Source: an optimization exercise on an open RTL-to-GDS flow (aim: small area and a short achievable clock period). Production flows keep margins and buffers that such runs may drop. RTL that was checked went through simulation tests only; none was proved equivalent to the original. No activity file was given, so power comes from the tool's default toggle rates.

==> job 3115 <==
## top
module top (
  input  logic        clk,
  input  logic        rst_n,
  input  logic [15:0] setpoint,
  input  logic [15:0] feedback,
  input  logic [15:0] Kp,
  input  logic [15:0] Ki,
  input  logic [15:0] Kd,
  input  logic [15:0] clk_prescaler,
  output logic [15:0] control_signal
);
  pid_controller u_dut (
    .clk(clk),
    .rst_n(rst_n),
    .setpoint(setpoint),
    .feedback(feedback),
    .Kp(Kp),
    .Ki(Ki),
    .Kd(Kd),
    .clk_prescaler(clk_prescaler),
    .control_signal(control_signal)
  );
endmodule
==> flow/config.mk <==
export PLATFORM = sky130hd
export DESIGN_NAME = top
export DESIGN_NICKNAME = top
export VERILOG_FILES = /design/flow/design.v
export SDC_FILE = /design/flow/constraint.sdc
export NUM_CORES = 4
export LEC_CHECK = 0
export ABC_AREA = 1
export CAP_MARGIN = 20
export CORE_MARGIN = 2
export CORE_UTILIZATION = 40
export SETUP_SLACK_MARGIN = 5
export SLEW_MARGIN = 20
export SYNTH_HIERARCHICAL = 1
export SYNTH_MINIMUM_KEEP_SIZE = 0
==> flow/constraint.sdc <==
create_clock -name core_clock -period 12.5 [get_ports {clk}]
set_input_delay 2.5000 -clock core_clock [delete_from_list [all_inputs] [get_ports {clk}]]
set_output_delay 2.5000 -clock core_clock [all_outputs]
set_load 0.01 [all_outputs]
run.sh (not shown) runs the stock make flow with config.mk's settings and CLKGATE_MAP_FILE= SYNTH_SCRIPT=/design/flow/synth_recipe.tcl, a recipe that flattens the netlist after the stock synthesis.
==> job 2668: changes against job 3115 <==
==> flow/flow/run.sh (new file) <==
#!/bin/bash
# The standard layout, with the port buffers made of plain buf_1 cells
# instead of the delay buffers buffer_ports picks on its own, and a larger
# setup margin for timing repair.
set -euo pipefail
export BUFFER_PORTS_ARGS="-buffer_cell sky130_fd_sc_hd__buf_1"
bash standard.sh SETUP_SLACK_MARGIN=7.2 finish > standard.log 2>&1
==> flow/standard.sh (new file) <==
#!/bin/bash
# synth_recipe.tcl (not shown) runs the flow's synth.tcl, then flattens the netlist and writes it again
# the make line also repeats each setting of config.mk as NAME=value (left out here)
make -C /OpenROAD-flow-scripts/flow DESIGN_CONFIG=/design/flow/config.mk WORK_HOME=/design/flow/orfs CLKGATE_MAP_FILE= SYNTH_SCRIPT=/design/flow/synth_recipe.tcl "${@:-finish}"
removed: flow/run.sh
==> key figures <==
Outcome
  • Status: no timing/DRC/antenna violations

STA
  • Headroom to the max-slew limit: 16.85%
  • Slew @ Worst Pin: 1241 ps
  • FMAX: 156.3 MHz

Final layout
  • NonClk Buf Share: 8.902%

GRT
  • Met3 Usage GRT: 2.644%
  • Met2 usage: 43.09%

Power and ir drop
  • Combinational share of power: 77.1%

Routing
  • Routed wire per std cell: 19.05 um
  • M1 WL: 21,670 um
The numbers above come from job 2668.

==> key figures <==
GRT
  • Met3 Usage GRT: 3.966%

Final layout
  • Diode count: 1
  • Most frequent cells in the layout: nand2_1 (632), inv_1 (215), fa_1 (215), clkdlybuf4s50_1 (112), xnor2_1 (109)
  • Non-clk invs: 223
  • NonClk Buf Share: 8.639%

CTS
  • Post-CTS Setup Inserts: 8

STA
  • FMAX: 137.2 MHz
  • Headroom to the max-slew limit: 27.54%
  • Worst hold slack: 493.4 ps
  • Slew @ Worst Pin: 1086 ps

Outcome
  • Status: no timing/DRC/antenna violations

Routing
  • Routed wire per std cell: 18.29 um
  • M1 WL: 20,890 um

Die
  • Initial core utilization: 40.54%

Power and ir drop
  • Combinational share of power: 76.2%
  • Total Power: 0.003321 W

Place
  • Dpl cells: 2,513
The numbers above come from job 3115.


---

==> inputs of 04-22 <==
top, a different RTL version from the one above (not shown whole).
// top
module top (
  input  logic        clk,
  input  logic        rst_n,
  input  logic [15:0] setpoint,
  input  logic [15:0] feedback,
  input  logic [15:0] Kp,
  input  logic [15:0] Ki,
  input  logic [15:0] Kd,
  input  logic [15:0] clk_prescaler,
  output logic [15:0] control_signal
);
  pid_controller u_dut (
    .clk(clk),
    .rst_n(rst_n),
    .setpoint(setpoint),
    .feedback(feedback),
    .Kp(Kp),
    .Ki(Ki),
    .Kd(Kd),
    .clk_prescaler(clk_prescaler),
    .control_signal(control_signal)
  );
endmodule
clock: 12.5 ns
lec_check: 0
cap_margin: 20
core_margin: 2
core_utilization: 40
cts_buf_list: sky130_fd_sc_hd__clkbuf_4 sky130_fd_sc_hd__clkbuf_8
cts_cluster_size: 40
setup_slack_margin: 5
slew_margin: 20
synth_hierarchical: 1
synth_minimum_keep_size: 0
standard.sh (not shown) runs the stock make flow with config.mk's settings and CLKGATE_MAP_FILE= SYNTH_SCRIPT=/design/flow/synth_recipe.tcl, a recipe that flattens the netlist after the stock synthesis.
==> flow/flow/run.sh <==
#!/bin/bash
# The standard layout, with the port buffers made of plain buf_1 cells
# instead of the delay buffers buffer_ports picks on its own, and a larger
# setup margin for timing repair.
set -euo pipefail
export BUFFER_PORTS_ARGS="-buffer_cell sky130_fd_sc_hd__buf_1"
bash standard.sh SETUP_SLACK_MARGIN=7.0 finish > standard.log 2>&1
==> 03-17 (differences from 04-22) <==
--- a/flow/flow/run.sh
+++ b/flow/flow/run.sh
@@ -6,2 +6,2 @@
 export BUFFER_PORTS_ARGS="-buffer_cell sky130_fd_sc_hd__buf_1"
-bash standard.sh SETUP_SLACK_MARGIN=7.0 finish > standard.log 2>&1
+bash standard.sh SETUP_SLACK_MARGIN=6.5 finish > standard.log 2>&1
CTS_BUF_LIST = unset   (was sky130_fd_sc_hd__clkbuf_4 sky130_fd_sc_hd__clkbuf_8)
CTS_CLUSTER_SIZE = unset   (was 40)
==> summary.txt <==
* Seq pwr at just under 0.6 mW
* DR WL met3 at about 2300 um
* CP startpoint: setpoint[0]
* Post-layout nets at 1,990
* Bufs and invs on worst path at 4
* NetSw at ~2.2 mW
* Crit-path max FO at 6
* Clock skew at about 11 ps
* Switching share of power at between 40 and 50%
* DR vias/cell at 5.47
* Met2 Routed Length at 21,800 um
* Fin cells at 2,108
* Outcome: finished clean
-- figures above: 03-17

==> summary.txt <==
* Switching share of power at 48.9%
* Outcome: finished clean
* NetSw at about 2.4 mW
* DR vias/cell at 5.54
* Bufs and invs on worst path at 2
* Crit-path max FO at 5
* Post-layout nets at 2,042
* Met2 Routed Length at 23,100 um
* Seq pwr at 0.588 mW
* Fin cells at 2,160
* R2R Path Start: u_dut.smp
* Clock skew at 16.0 ps
-- figures above: 04-22

No run of this note included a check of the RTL's function; only the layout flow was run.

---

==> 03-02: inputs <==
top, a different RTL version from the one above (not shown whole).
Settings: LEC_CHECK=0, CAP_MARGIN=20, CORE_MARGIN=2, CORE_UTILIZATION=40, SLEW_MARGIN=20; clock period 12.5 ns.
run.sh (not shown) runs the stock make flow with config.mk's settings and CLKGATE_MAP_FILE= SYNTH_SCRIPT=/design/flow/synth_recipe.tcl, a recipe that flattens the netlist after the stock synthesis.
Stock flow here: none of the scripts above is used.
==> 11-16 (differences from 03-02) <==
ABC_AREA = 1   (was default)
==> run_results.csv <==
group,metric,value,unit
status,status,"no timing/DRC/antenna violations",
logic_synthesis,avgSynthCellArea,8.898,um2
floorplan,rows,73,
logic_synthesis,muxShareOfSynthArea,3.637,%
global_routing,antenna_found_initial,0,
floorplan,nWellTaps,525,
pwr,power,5.210,mW
routing,wl_met3,2.823,mm
critical_path,slowest_delay,920,ps
placement,place_area,17580,um2
(the above is from 03-02)
==> run_results.csv <==
group,metric,value,unit
status,status,"no timing/DRC/antenna violations",
cells_and_area,regArea,2431,um2
logic_synthesis,avgSynthCellArea,7.175,um2
critical_path,slowest_delay,760,ps
pwr,power,4.587,mW
logic_synthesis,muxShareOfSynthArea,0.5972,%
placement,place_area,18370,um2
floorplan,rows,74,
(the above is from 11-16)
Function was not checked in any run of this note: the RTL went through the layout flow alone.

---

==> v8: inputs <==
Another version of the RTL of top (not shown whole).
## top
module top (
  input  logic        clk,
  input  logic        rst_n,
  input  logic [15:0] setpoint,
  input  logic [15:0] feedback,
  input  logic [15:0] Kp,
  input  logic [15:0] Ki,
  input  logic [15:0] Kd,
  input  logic [15:0] clk_prescaler,
  output logic [15:0] control_signal
);
export LEC_CHECK = 0
export CAP_MARGIN = 20
export CORE_MARGIN = 2
export CORE_UTILIZATION = 40
export CTS_BUF_LIST = sky130_fd_sc_hd__clkbuf_4 sky130_fd_sc_hd__clkbuf_8
export CTS_CLUSTER_SIZE = 40
export SETUP_SLACK_MARGIN = 5
export SLEW_MARGIN = 20
export SYNTH_HIERARCHICAL = 1
export SYNTH_MINIMUM_KEEP_SIZE = 0
create_clock -name core_clock -period 12.5 [get_ports {clk}]
standard.sh (not shown) runs the stock make flow with config.mk's settings and CLKGATE_MAP_FILE= SYNTH_SCRIPT=/design/flow/synth_recipe.tcl, a recipe that flattens the netlist after the stock synthesis.
==> flow/flow/run.sh <==
#!/bin/bash
# The standard layout, with the port buffers made of plain buf_1 cells
# instead of the delay buffers buffer_ports picks on its own, and a larger
# setup margin for timing repair.
set -euo pipefail
export BUFFER_PORTS_ARGS="-buffer_cell sky130_fd_sc_hd__buf_1"
bash standard.sh SETUP_SLACK_MARGIN=7.1 finish > standard.log 2>&1
==> v13: changes against v8 <==
--- a/flow/flow/run.sh
+++ b/flow/flow/run.sh
@@ -5,3 +5,3 @@
 set -euo pipefail
 export BUFFER_PORTS_ARGS="-buffer_cell sky130_fd_sc_hd__buf_1"
-bash standard.sh SETUP_SLACK_MARGIN=7.1 finish > standard.log 2>&1
+bash standard.sh SETUP_SLACK_MARGIN=6.8 finish > standard.log 2>&1
==> v1: changes against v8 <==
--- a/flow/flow/run.sh
+++ b/flow/flow/run.sh
@@ -5,3 +5,3 @@
 set -euo pipefail
 export BUFFER_PORTS_ARGS="-buffer_cell sky130_fd_sc_hd__buf_1"
-bash standard.sh SETUP_SLACK_MARGIN=7.1 finish > standard.log 2>&1
+bash standard.sh SETUP_SLACK_MARGIN=6.5 finish > standard.log 2>&1
==> qor summary <==
                                                                               v1                       v8                      v13
Status                                                    complete, no violations  complete, no violations  complete, no violations
Utilization after layout                                                    47.2%                    50.3%                    48.8%
Clock net power                                                            369 uW                   362 uW                   358 uW
Total Wirelength                                                   44,700 microns           45,700 microns           45,400 microns
Power density normalized to cell area                                66.8 nW/um^2             66.9 nW/um^2             67.2 nW/um^2
Cell area after placement                                            16,800 sq um             17,100 sq um             17,000 sq um
Fraction of standard cell area in multi-input logic                         70.7%                    70.0%                    70.3%
Post-Place Worst Slack                                                    5400 ps                  5450 ps                  5410 ps
Final critical delay including setup and external delays                  5940 ps                  5920 ps                  5890 ps
Critical Path Most Common Cell                            sky130_fd_sc_hd__a21o_1    sky130_fd_sc_hd__fa_2    sky130_fd_sc_hd__fa_2
Via count                                                                  11,400                   11,600                   11,500
Routed met2 length                                                 21,800 microns           22,600 microns           22,500 microns
GR Layer Usage met2                                                         36.9%                    38.7%                    37.8%
Gates resized, CTS repair                                                      21                      123                       61
Number of nets at the end of the flow                                       1,947                    1,978                    1,969
Register-to-register path setup slack                                     6700 ps                  6680 ps                  6740 ps
Total length of routed met3 wires                                    2640 microns             2910 microns             2780 microns
Setup ws final                                                            6560 ps                  6580 ps                  6610 ps
Number of post-CTS setup repair buffers                                        21                       60                       44
Cell-internal power                                                        752 uW                   813 uW                   774 uW
Slew at the pin with the worst max-slew slack                             1030 ps                  1020 ps                  1060 ps
Number of clock-tree buffers in the layout                                     19                       20                       18
Post-placement cell count                                                   1,980                    1,981                    1,983
Delay of the slowest cell on the worst path                                540 ps                   530 ps                   530 ps
Switching part of the total                                                 38.3%                    37.4%                    39.0%
Detail-routed via count per cell                                             5.52                     5.55                     5.51
Via count of the first global-routing pass                                 12,000                   12,300                   12,200
Function was not checked in any run of this note: the RTL went through the layout flow alone.

-- what the ideal ports hide --
In the flow no input, the clock included, has a driving cell. The finished layouts below were timed again as built, in two steps. Step 1 (the two cells are an assumption about what drives the block):
set clk [get_ports {clk}]
set_driving_cell -lib_cell sky130_fd_sc_hd__clkbuf_16 $clk
set_driving_cell -lib_cell sky130_fd_sc_hd__buf_2 [delete_from_list [all_inputs] $clk]
Step 2 also shifts input and output timing later by t, the mid clock arrival at the registers, as if the neighbouring blocks saw the same clock. Slacks: no drivers / after step 1 / after step 2; pairs: no drivers / after step 1.
| run | t (ns) | setup slack, ns | worst hold slack (ns) |
|---|---|---|---|
| job 3115 | 0.410 | 5.214 / 5.234 / 4.824 | 0.493 / 0.493 / 0.493 |
| job 2668 | 0.423 | 6.101 / 6.116 / 5.693 | 0.494 / 0.494 / 0.494 |
| 04-22 | 0.500 | 6.677 / 6.685 / 6.185 | 0.508 / 0.508 / 0.508 |
| 03-17 | 0.478 | 6.554 / 6.581 / 6.103 | 0.496 / 0.496 / 0.496 |
| 03-02 | 0.426 | 2.500 / 2.527 / 2.101 | 0.517 / 0.517 / 0.517 |
| 11-16 | 0.438 | 4.135 / 4.166 / 3.728 | 0.500 / 0.500 / 0.500 |
| v8 | 0.523 | 6.584 / 6.598 / 6.075 | 0.488 / 0.488 / 0.488 |
| v13 | 0.515 | 6.613 / 6.625 / 6.110 | 0.507 / 0.507 / 0.507 |
| v1 | 0.512 | 6.555 / 6.568 / 6.056 | 0.484 / 0.484 / 0.484 |
After both steps every run listed still meets setup and hold. The setup slack of v8, which loses most, moves by +0.014 ns with the drivers and by -0.509 ns with both steps.
